Source: an optimization exercise on an open RTL-to-GDS flow (aim: small area, a short achievable clock period and few clock cycles per item). Production flows keep margins and buffers that such runs may drop.
In this exercise RTL edits were held to simulation tests only and were not proved equivalent to the original.

Setup of job 9992:
Design geofence, start of the top module:
module geofence ( clk,reset,X,Y,valid,is_inside);
    input clk;
    input reset;
    input [9:0] X;
    input [9:0] Y;
    output reg valid;
    output reg is_inside;
    reg [3:0] cnt;           
    reg [9:0] ox, oy;        
    reg wsx, wsy, rsx, rsy, lsx, lsy;
    reg [9:0] wmx, wmy, rmx, rmy, lmx, lmy;
    reg wzx, wzy, rzx, rzy, lzx, lzy;
    reg full;
    wire signed [10:0] dx = $signed({1'b0, X}) - $signed({1'b0, ox});
    wire signed [10:0] dy = $signed({1'b0, Y}) - $signed({1'b0, oy});
    wire [9:0] ax = dx[10] ? -dx[9:0] : dx[9:0];
    wire [9:0] ay = dy[10] ? -dy[9:0] : dy[9:0];
    wire r_s1 = rsx ^ wsy, r_s2 = rsy ^ wsx;
    wire l_s1 = lsx ^ wsy, l_s2 = lsy ^ wsx;
    wire r_z = (rzx | wzy) & (rzy | wzx);
    wire l_z = (lzx | wzy) & (lzy | wzx);
    wire dr_cin = !r_s1;
    wire dl_cin = !l_s1;
  ...
For scale: roughly 99 flip-flops, roughly 24 I/O pins, ~16000 um^2 of cells after synthesis.
Settings: LEC_CHECK=0, CAP_MARGIN=20, CORE_MARGIN=2, CORE_UTILIZATION=40, SETUP_SLACK_MARGIN=5, SLEW_MARGIN=20, TNS_END_PERCENT=20; clock period 11.0 ns.
run.sh (not shown) runs the stock make flow with config.mk's settings and CLKGATE_MAP_FILE= SYNTH_SCRIPT=/design/flow/synth_recipe.tcl, a recipe that flattens the netlist after the stock synthesis.
Having completed the whole flow, job 9992 delivered a layout that passed the timing, DRC and antenna checks.
Testbench counts of job 9992, summed over its fixed seeds: cycles 20,369, items 2,400.
--- input diff job 9992..job 3512 ---
==> flow/flow/run.sh (new file) <==
#!/bin/bash
set -euo pipefail
grep -q 'SETUP_SLACK_MARGIN=5 ' standard.sh
sed 's/SETUP_SLACK_MARGIN=5 /SETUP_SLACK_MARGIN=6.5 /' standard.sh > flow_standard.sh
bash flow_standard.sh > layout.log 2>&1
==> flow/standard.sh (new file) <==
#!/bin/bash
# synth_recipe.tcl (not shown) runs the flow's synth.tcl, then flattens the netlist and writes it again
# the make line also repeats each setting of config.mk as NAME=value (left out here)
make -C /OpenROAD-flow-scripts/flow DESIGN_CONFIG=/design/flow/config.mk WORK_HOME=/design/flow/orfs CLKGATE_MAP_FILE= SYNTH_SCRIPT=/design/flow/synth_recipe.tcl "${@:-finish}"
-- flow/config.mk --
<<< job 9992, line 8
>>> job 3512, line 8
export ABC_AREA = 1
<<< job 9992, line 13
export TNS_END_PERCENT = 20
>>> job 3512, line 14
removed: flow/run.sh
==> run summary <==
The final-layout worst hold slack was comparable across job 3512 and job 9992.
Per the comparison of job 3512 with job 9992, worst slew margin relative to its limit went down, wire length went up.
Termination of the worst setup path = rmy[8]$_DFFE_PP_: job 3512; termination of the worst setup path = lmy[3]$_DFFE_PP_: job 9992
## Diff of input files: job 8348 against job 3512
-- flow/flow/run.sh --
<<< job 3512, line 4
sed 's/SETUP_SLACK_MARGIN=5 /SETUP_SLACK_MARGIN=6.5 /' standard.sh > flow_standard.sh
>>> job 8348, line 4
sed 's/SETUP_SLACK_MARGIN=5 /SETUP_SLACK_MARGIN=5.5 /' standard.sh > flow_standard.sh
Notes after the runs:
Between job 3512 and job 8348, final wirelength increased. [compare] base=job 3512 new=job 8348: minimum period implied by the final worst setup slack has decreased; die outline area has remained practically unchanged; length of routed met3 wiring has increased; data required time at the worst endpoint has increased. Of job 8348 and job 3512, job 8348 shows the higher critical path depth, with job 3512 below it. Met3 usage in global routing (lower): job 3512.


Starting RTL as in the previous note.
Settings: LEC_CHECK=0, CAP_MARGIN=20, CORE_MARGIN=2, CORE_UTILIZATION=40, SETUP_SLACK_MARGIN=4.0, SLEW_MARGIN=20; clock period 11.0 ns.
Stock flow here: none of the scripts above is used.
Testbench counts at the start, summed over its fixed seeds: cycles 20,369, items 2,400.
Change:
- SETUP_SLACK_MARGIN: 4.0 -> 5
Effect:
- synthesized area stays the same
- fmax came out higher by 7.2%
- hold slack got worse by 0.0053 ns
- setup slack improved by 0.45 ns
- synthesized cell count stays the same
- die area does not change
- critical path depth stays the same
- global-route usage came out higher by 0.82 points
Change:
- ABC_AREA: default -> 1
Core utilization went up by 0.74 points.
Worst setup slack improved by 0.39 ns.
Routed wire length went up by roughly a tenth.
Via count went up by about a fifth.
Cell area went up by a few percent.
Fmax went up by a few percent.
Clock-buffer cell count went up by 2.
Change:
- ABC_AREA: 1 -> default
- SETUP_SLACK_MARGIN: 5 -> 4.5
After rerunning:
- The changed run completed without violations
- clock skew hardly moves
- routed wire length is lower by 6.6%
- final area went down by 4.6%
- sequential share of layout area rises by 0.69 points
- count of clock-buffer cells in the layout shrinks by 3

[separate check: timing with driven ports]
In the flow no input, the clock included, has a driving cell. The finished layouts below were timed again as built, in two steps.
Step 1 (the two cells are an assumption about what drives the block):
set clk [get_ports {clk}]
set_driving_cell -lib_cell sky130_fd_sc_hd__clkbuf_16 $clk
set_driving_cell -lib_cell sky130_fd_sc_hd__buf_2 [delete_from_list [all_inputs] $clk]
Step 2, shift: input delay + t, output delay - t, t = (earliest + latest rising clock arrival at the registers) / 2. This alone moves slack from input paths to output paths.
a / b / c = ideal ports / drivers / drivers and shift; a / b = the first two.
run | t (ns) | slack for setup (ns) | hold WS [ns] | cell pins on the clock port's net
job 9992 | 0.387 | 4.662 / 4.662 / 4.662 | 0.492 / 0.492 / 0.492 | 1
job 3512 | 0.401 | 5.071 / 5.071 / 5.071 | 0.494 / 0.494 / 0.494 | 1
job 8348 | 0.394 | 5.088 / 5.088 / 5.088 | 0.475 / 0.475 / 0.475 | 1
the first run of note 2 | 0.397 | 4.242 / 4.242 / 4.242 | 0.496 / 0.496 / 0.496 | 1
the second run of note 2 | 0.383 | 4.697 / 4.697 / 4.697 | 0.490 / 0.490 / 0.490 | 1
the third run of note 2 | 0.393 | 5.085 / 5.085 / 5.085 | 0.473 / 0.473 / 0.473 | 1
the fourth run of note 2 | 0.383 | 4.600 / 4.600 / 4.600 | 0.514 / 0.514 / 0.514 | 1
After both steps setup and hold are still met in every run listed.
